Background: an optimization exercise with open tools, aiming at small area and a short achievable clock period. Do not read the settings as production practice.
Only simulation tests tie the RTL to the original design; equivalence was not proved.
No activity file was given, so power comes from the tool's default toggle rates.

--- flow/flow/run.sh ---
#!/bin/bash
# Own layout flow: the standard ORFS flow (standard.sh, standard synthesis
# unchanged), with plain buffers (not delay cells) on the ports and a tighter
# setup repair target. Each tool's output goes to a log file in this folder.
set -euo pipefail
export BUFFER_PORTS_ARGS="-buffer_cell sky130_fd_sc_hd__buf_2"
bash standard.sh SETUP_SLACK_MARGIN=7 finish > run_make.log 2>&1
--- flow/constraint.sdc ---
create_clock -name core_clock -period 10.0 [get_ports {CLOCK_50}]
set_input_delay 2.0000 -clock core_clock [delete_from_list [all_inputs] [get_ports {CLOCK_50}]]
set_output_delay 2.0000 -clock core_clock [all_outputs]
set_load 0.01 [all_outputs]
--- flow/standard.sh ---
#!/bin/bash
# synth_recipe.tcl (not shown) runs the flow's synth.tcl, then flattens the netlist and writes it again
# the make line also repeats each setting of config.mk as NAME=value (left out here)
make -C /OpenROAD-flow-scripts/flow DESIGN_CONFIG=/design/flow/config.mk WORK_HOME=/design/flow/orfs CLKGATE_MAP_FILE= SYNTH_SCRIPT=/design/flow/synth_recipe.tcl "${@:-finish}"
--- flow/config.mk ---
export PLATFORM = sky130hd
export DESIGN_NAME = arm_core
export DESIGN_NICKNAME = arm_core
export VERILOG_FILES = /design/flow/design.v
export SDC_FILE = /design/flow/constraint.sdc
export NUM_CORES = 4
export LEC_CHECK = 0
export CAP_MARGIN = 20
export CORE_MARGIN = 2
export CORE_UTILIZATION = 40
export CTS_CLUSTER_DIAMETER = 80
export CTS_CLUSTER_SIZE = 24
export PLACE_DENSITY = 0.55
export SLEW_MARGIN = 20
export TNS_END_PERCENT = 100
--- flow/design.v ---
module arm_core #(parameter N = 64)
	(input  logic CLOCK_50, reset,
	 output logic [N-1:0] IM_addr,
	 input  logic [31:0] IM_readData,
	 output logic [N-1:0] DM_writeData, DM_addr,
	 output logic DM_writeEnable, DM_readEnable,
	 input  logic [N-1:0] DM_readData);
	function automatic logic [63:0] ks_add64(input logic [63:0] a, b, input logic ci);
		logic [63:0] p, g, pp, gg, c;
		p = a ^ b;
		g = a & b;
		pp = p; gg = g;
		for (int d = 1; d < 64; d = d * 2) begin
			for (int i = 63; i >= d; i--) begin
				gg[i] = gg[i] | (pp[i] & gg[i-d]);
				pp[i] = pp[i] & pp[i-d];
			end
		end
		c = {gg[62:0] | (pp[62:0] & {63{ci}}), ci};
		ks_add64 = p ^ c;
	endfunction
	logic [63:0] pc_q;
	logic        m_taken;
	logic [63:0] m_res;
	assign IM_addr = pc_q;
	always_ff @(posedge CLOCK_50, posedge reset)
		if (reset) pc_q[63:2] <= 62'd0;
		else       pc_q[63:2] <= m_taken ? m_res[63:2] : pc_q[63:2] + 62'd1;
	assign pc_q[1:0] = 2'b00;
	logic [31:0] ins;
	assign ins = IM_readData;
	logic f_add, f_sub, f_and, f_orr, f_ld, f_st, f_cbz;
	assign f_add = ins[31:21] == 11'b10001011000;
	assign f_sub = ins[31:21] == 11'b11001011000;
	assign f_and = ins[31:21] == 11'b10001010000;
	assign f_orr = ins[31:21] == 11'b10101010000;
	assign f_ld  = ins[31:21] == 11'b11111000010;
	assign f_st  = ins[31:21] == 11'b11111000000;
	assign f_cbz = ins[31:24] == 8'b10110100;
	logic [63:0] regs [0:30];
	logic [30:0] written;
	logic [30:0] m_wen;    
	logic        m_ld;
	logic [63:0] wdata;
	assign wdata = m_ld ? DM_readData : m_res;
	genvar g;
	generate
		for (g = 0; g < 31; g = g + 1) begin : r
			always_ff @(posedge CLOCK_50)
				if (m_wen[g]) regs[g] <= wdata;
			always_ff @(posedge CLOCK_50, posedge reset)
				if (reset) written[g] <= 1'b0;
				else if (m_wen[g]) written[g] <= 1'b1;
		end
	endgenerate
	logic [30:0] written_n;
	assign written_n = written | m_wen;
	logic d_add, d_sub, d_and, d_orr, d_ld, d_st, d_cbz;
	logic [23:0] d_ins;
	logic [63:0] d_pc;
	logic [30:0] d_s1, d_s2;
	logic [4:0]  d_ra2;
	logic [4:0]  f_ra1, f_ra2;
	assign f_ra1 = ins[9:5];
	assign f_ra2 = (f_st | f_cbz) ? ins[4:0] : ins[20:16];
	always_ff @(posedge CLOCK_50, posedge reset)
		if (reset) {d_add, d_sub, d_and, d_orr, d_ld, d_st, d_cbz} <= 7'd0;
		else       {d_add, d_sub, d_and, d_orr, d_ld, d_st, d_cbz} <=
		           {f_add, f_sub, f_and, f_orr, f_ld, f_st, f_cbz};
	always_ff @(posedge CLOCK_50) begin
		d_ins <= ins[23:0];
		d_pc  <= pc_q;
		for (int i = 0; i < 31; i++) begin
			d_s1[i] <= !f_cbz && f_ra1 == 5'(i) && written_n[i];
			d_s2[i] <= ((f_st | f_cbz) ? (ins[4:0] == 5'(i)) : (ins[20:16] == 5'(i))) && written_n[i];
		end
		d_ra2 <= f_ra2;
	end
	logic [4:0] d_i1, d_i2;
	logic [31:0] wr32;
	assign wr32 = {1'b1, written};
	assign d_i1 = (!d_cbz && !wr32[d_ins[9:5]]) ? d_ins[9:5] : 5'd0;
	assign d_i2 = !wr32[d_ra2] ? d_ra2 : 5'd0;
	logic [63:0] rd1, rd2;
	always_comb begin
		rd1 = (d_cbz ? d_pc : 64'd0) | {59'd0, d_i1};
		rd2 = {59'd0, d_i2};
		for (int i = 0; i < 31; i++) begin
			rd1 = rd1 | (d_s1[i] ? regs[i] : 64'd0);
			rd2 = rd2 | (d_s2[i] ? regs[i] : 64'd0);
		end
	end
	logic [63:0] e_a, e_b;
	logic [63:0] e_sd;
	logic [4:0]  e_rd;
	logic e_sub, e_and, e_orr, e_ld, e_st, e_cbz, e_we;
	always_ff @(posedge CLOCK_50, posedge reset)
		if (reset) {e_sub, e_and, e_orr, e_ld, e_st, e_cbz, e_we} <= 7'd0;
		else       {e_sub, e_and, e_orr, e_ld, e_st, e_cbz, e_we} <=
		           {d_sub, d_and, d_orr, d_ld, d_st, d_cbz,
		            d_add | d_sub | d_and | d_orr | d_ld};
	always_ff @(posedge CLOCK_50) begin
		e_a   <= rd1;
		e_b   <= (d_ld | d_st) ? {{55{d_ins[20]}}, d_ins[20:12]} :
		         d_cbz         ? {{43{d_ins[23]}}, d_ins[23:5], 2'b00} :
		                         (d_sub ? ~rd2 : rd2);
		e_sd  <= rd2;    
		e_rd  <= d_ins[4:0];
	end
	logic [63:0] bop, sum, res;
	assign bop = e_b;
	assign sum = ks_add64(e_a, bop, e_sub);
	always_comb
		if (e_and)      res = e_a & e_b;
		else if (e_orr) res = e_a | e_b;
		else            res = sum;
	logic [63:0] m_wd;
	logic m_st;
	always_ff @(posedge CLOCK_50, posedge reset)
		if (reset) {m_wen, m_ld, m_st, m_taken} <= 34'd0;
		else begin
			for (int i = 0; i < 31; i++) m_wen[i] <= e_we && e_rd == 5'(i);
			{m_ld, m_st, m_taken} <= {e_ld, e_st, e_cbz && e_sd == 64'd0};
		end
	always_ff @(posedge CLOCK_50) begin
		m_res <= res;
		m_wd  <= e_sd;
	end
	assign DM_addr        = m_res;
	assign DM_writeData   = m_wd;
	assign DM_writeEnable = m_st;
	assign DM_readEnable  = m_ld;
endmodule
==> impl_results.rst <==
.. list-table::
   :header-rows: 1

   * - Metric
     - Value
   * - Leakage power total
     - 0.04063 uW
   * - Proportion of register bits with asynchronous set or reset after synthesis
     - 0.05417
   * - Commonest cells after routing, fill and taps aside
     - edfxtp_1, a22oi_1, buf_4
   * - Initial cell density of the core
     - 0.4013
   * - Clk root buf
     - clkbuf_16
   * - Clk latency of the worst-skew pair
     - 0.88 ns
   * - Period minus WS final
     - 3.526 ns
   * - Transition time at the pin with the least slew margin
     - 1.260 ns
   * - Total internal power
     - 14480 uW
   * - Num Clock Sinks
     - 2603
   * - Slowest cell delay on critical path
     - 0.54 ns
   * - Sum of buffers and inverters on the critical path
     - 1
   * - Worst-case clock buffer depth
     - 3
   * - CTS HTree Levels
     - 4
   * - Yosys top cell area share
     - 0.5670
   * - Avg Cell Area, Syn
     - ~14 um^2
   * - Post-synthesis to final-layout area growth
     - 14.01%
   * - Highest net fanout along the worst path
     - 2
   * - Count of maximum capacitance violations
     - 0
   * - Share of the yosys chip area belonging to registers
     - 0.6917
   * - Critical path endpoint category
     - primary output
   * - Total of flip-flops plus latches after synthesis
     - 2603
   * - Number of setup violations in the final report
     - 0
   * - Die Wd
     - 516.5 um
   * - Max-slew violation total from the final report
     - 0
   * - Remaining Overflow, GRT
     - 0
   * - Dominant delay contributor by cell family on the critical path
     - flip-flops
   * - Die Height
     - 516.5 um
   * - Detail-routed via count per cell
     - 7.575
   * - Initial DRC Count
     - 20610
   * - RSZ-0062 raised after global routing
     - yes
   * - Upper clock frequency limit
     - 283.6 MHz
   * - Critical path required time
     - roughly 8 ns
   * - Number of nets in the layout
     - roughly 8000
   * - Final instance count without filler cells
     - 11400
   * - Share of power burned in registers
     - 0.632
   * - Final hold violations
     - 0
   * - Clock tree from TritonCTS
     - built
   * - Type of the worst min-delay path
     - reg -> reg
   * - Count of standard-cell rows
     - 188
   * - Antenna violation net count after detailed routing
     - 0
   * - Largest net degree at the start of global routing
     - 66
   * - Count of cell types in the netlist
     - 84
   * - CP Class
     - reg -> out
   * - Critical path's slowest cell
     - dfrtp_4
   * - Share of final-layout standard cells stronger than drive strength 1
     - 0.1916
   * - Part of the total power dissipated in combinational logic
     - 0.022
   * - Die outline area
     - 266800 um^2
   * - TNS Setup
     - 0 ns
   * - Warnings from Yosys
     - 3
   * - Number of buffers created by CTS
     - ~130
   * - Number of input and output port buffers inserted
     - 289
   * - PD cells
     - 154.3 nW/um^2
   * - Proportion of total power due to net switching
     - 0.2164
   * - Drc violations
     - 0
   * - Max transition margin
     - 0.1597
   * - Leading cell type in the layout, fill and taps excluded
     - edfxtp_1
   * - Hold buffer count at cts
     - 0
   * - Yosys top cell by area
     - edfxtp_1
   * - Top_reg_cell synth
     - edfxtp_1
   * - Wire length of the first global-routing pass
     - 708.8 mm
   * - Post-synth EDFFs
     - 1984
   * - Cell Area, Synth
     - between 100000 and 150000 um^2
   * - Result of the run
     - no timing/DRC/antenna violations
   * - Final weighted congestion in routability-driven placement
     - around 1
   * - Worst setup SP type
     - flop
   * - Cell types occupying the most area after synthesis
     - edfxtp_1, a22oi_1, dfxtp_1
   * - Sw Pwr
     - 3999 uW
   * - Routed wirelength normalized by instance count
     - approximately 48 um
   * - Routed WL
     - 547.8 mm
   * - Peak VDD IR
     - 0.0001433 V
   * - CP cell instances
     - buf_6
   * - Core Area
     - 261800 um^2
   * - Total iterations of the first detailed-routing run
     - 17
   * - Clock edge transition at the registers on the reported setup and hold paths
     - ~0.090 ns
   * - Post-Synthesis Cells
     - 7442
   * - Data arrival time of the critical path
     - 1.53 ns
   * - Antenna violations before repair
     - 55
   * - Post-Route Skew
     - 0.04116 ns
   * - Top Ports
     - 292
   * - Number of global-route vias before repair
     - 78560
   * - All-layer global routing usage
     - 0.3943
   * - DP Cell Count
     - 10920
   * - Vias
     - 86370
   * - Clock network fraction of design power
     - 0.346
   * - Half-perimeter wire length after detailed placement
     - 307.4 mm
   * - Fin crit share
     - 0.3526
==> final cells by class <==
| cell class | count | area (um^2) |
|---|---|---|
| Fill cell | 22920 | 142000 |
| Inverter | 186 | 703.2 |
| Multi-Input combinational cell | 4125 | 31130 |
| Clock inverter | 33 | 290.3 |
| Antenna cell | 55 | 137.6 |
| Sequential cell | 2603 | 73390 |
| Timing Repair Buffer | 697 | 5952 |
| Clock buffer | 189 | 3787 |
| Tap cell | 3515 | 4398 |
==> path summary, 6_finish.rpt <==
kind	endpoint	from	depth (start not counted)	slack (ns)
hold / removal	e_rd[2]$_DFF_P_	d_ins[2]$_DFF_P_	0	0.33
min in group asynchronous	pc_q[7]$_DFF_PP0_	reset	2	1.24
setup reg to reg	e_a[24]$_DFF_P_	d_s1[1]$_DFF_P_	5	6.71
max in group asynchronous	m_wen[29]$_DFF_PP0_	reset	3	7.32
hold reg to reg	e_rd[2]$_DFF_P_	d_ins[2]$_DFF_P_	0	0.33
setup / recovery	IM_addr[42]	pc_q[42]$_DFF_PP0_	1	6.47
==> power by group through the flow <==
stage / Combinational (uW) / Sequential (uW) / Clock, uW
floorplan: 142 / 11900 / 0
global placement: 302 / 11900 / 0
detailed placement: 303 / 11900 / 0
CTS: 381 / 11700 / 6340
global route: 429 / 11700 / 6670
finish: 415 / 11700 / 6390
==> layer usage <==
metal / vias up / GRT usage / wire length [um]
met5: - / 0.01352 / 882
met2: 10070 / 0.5441 / 215600
met4: 48 / 0.2265 / 41730
met3: 2589 / 0.2071 / 103600
met1: 42740 / 0.4878 / 185900
li1: 30930 / - / -
==> cell families (layout without fill, tap and decap cells) <==
family                     count (synthesis)  count (layout)  synth area share
DFF                                     2603            2603            0.6917
xor gates and xnor gates                 174             174           0.01450
muxes                                    103             103           0.01277
AOI/OAI and AO/OA                       2448            2448            0.1763
adders and majority gates                130             130           0.01555
and+or+nand+nor                         1267            1268           0.06342
other                                      1              57        0.00003569
buffers and inverters                    716            1105           0.02576
==> through the flow <==
step           hold slack (ns)    util  instance area [um^2]  power (uW)  worst slack, ns
3_3_place_gp            0.3112  0.4243                111100       12220            5.911
5_1_grt                 0.3404  0.4571                119700       18770            6.451
2_1_floorplan           0.3096       -                105200       12020            6.237
3_5_place_dp            0.3182  0.4245                111100       12220            5.903
6_report                0.3346  0.4575                119800       18480            6.474
4_1_cts                 0.3349  0.4516                118200       18380            6.412
==> worst register-to-register path: stages (launching register included) <==
cell,delay (ns)
dfxtp_4,0.64
buf_4,0.86
buf_4,0.66
a22oi_1,0.20
nand4_1,0.15
or4_1,0.58
==> flip-flops by register name, summed over array words and instances, names as in the netlist, 5 cells and up <==
register and count:
regs 1984, e_a 64, e_b 64, e_sd 64, m_res 64, m_wd 64, d_pc 62, pc_q 62
d_s1 31, d_s2 31, m_wen 31, written 31, d_ins 24, d_ra2 5, e_rd 5
==> synthesized netlist by cell type (20+ instances only) <==
master,number
o21a_1,24
dfrtp_1,141
ha_1,129
clkbuf_1,331
buf_1,190
inv_1,184
nand4_1,225
o21ai_0,181
a22oi_1,1376
or4_1,121
dfxtp_1,478
nand2_1,193
mux2_2,77
a22o_1,270
nor4_1,20
a221oi_1,270
and3_1,22
nor2_1,179
nand3_1,344
a222oi_1,66
xor2_1,65
xnor2_1,109
nor3_1,94
edfxtp_1,1984
a21oi_1,140
==> repair_timing <==
item | in CTS | in global routing
resized for setup | 487 | 237
endpoints found under the setup margin | 350 | 650
gates cloned | 0 | 1
pin swaps | 50 | 83
buffers inserted | 149 | 56

-- port drivers added, routing unchanged --
Ports are ideal in the flow. The routed layout listed here was re-timed in OpenROAD.
Step 1 assumes that a clkbuf_16 drives the clock port and a buf_2 every other input.
Step 2 times the ports against the registers' clock, not the clock port: input delays grow and output delays shrink by t, the midpoint of the rising clock arrivals with the driver on.
a / b / c = ideal / step 1 / step 2; a / b = the first two.
shift t [ns]: 0.966
setup WS [ns]: 6.474 / 6.370 / 6.119
clock arrival spread, ns: 0.047 / 0.047
worst slew at a driven data input, ns: 0.10
pins driven straight from the clock port: 1
After both steps setup and hold are still met in this run. The setup slack of this run moves by -0.104 ns with the drivers and by -0.355 ns with both steps.
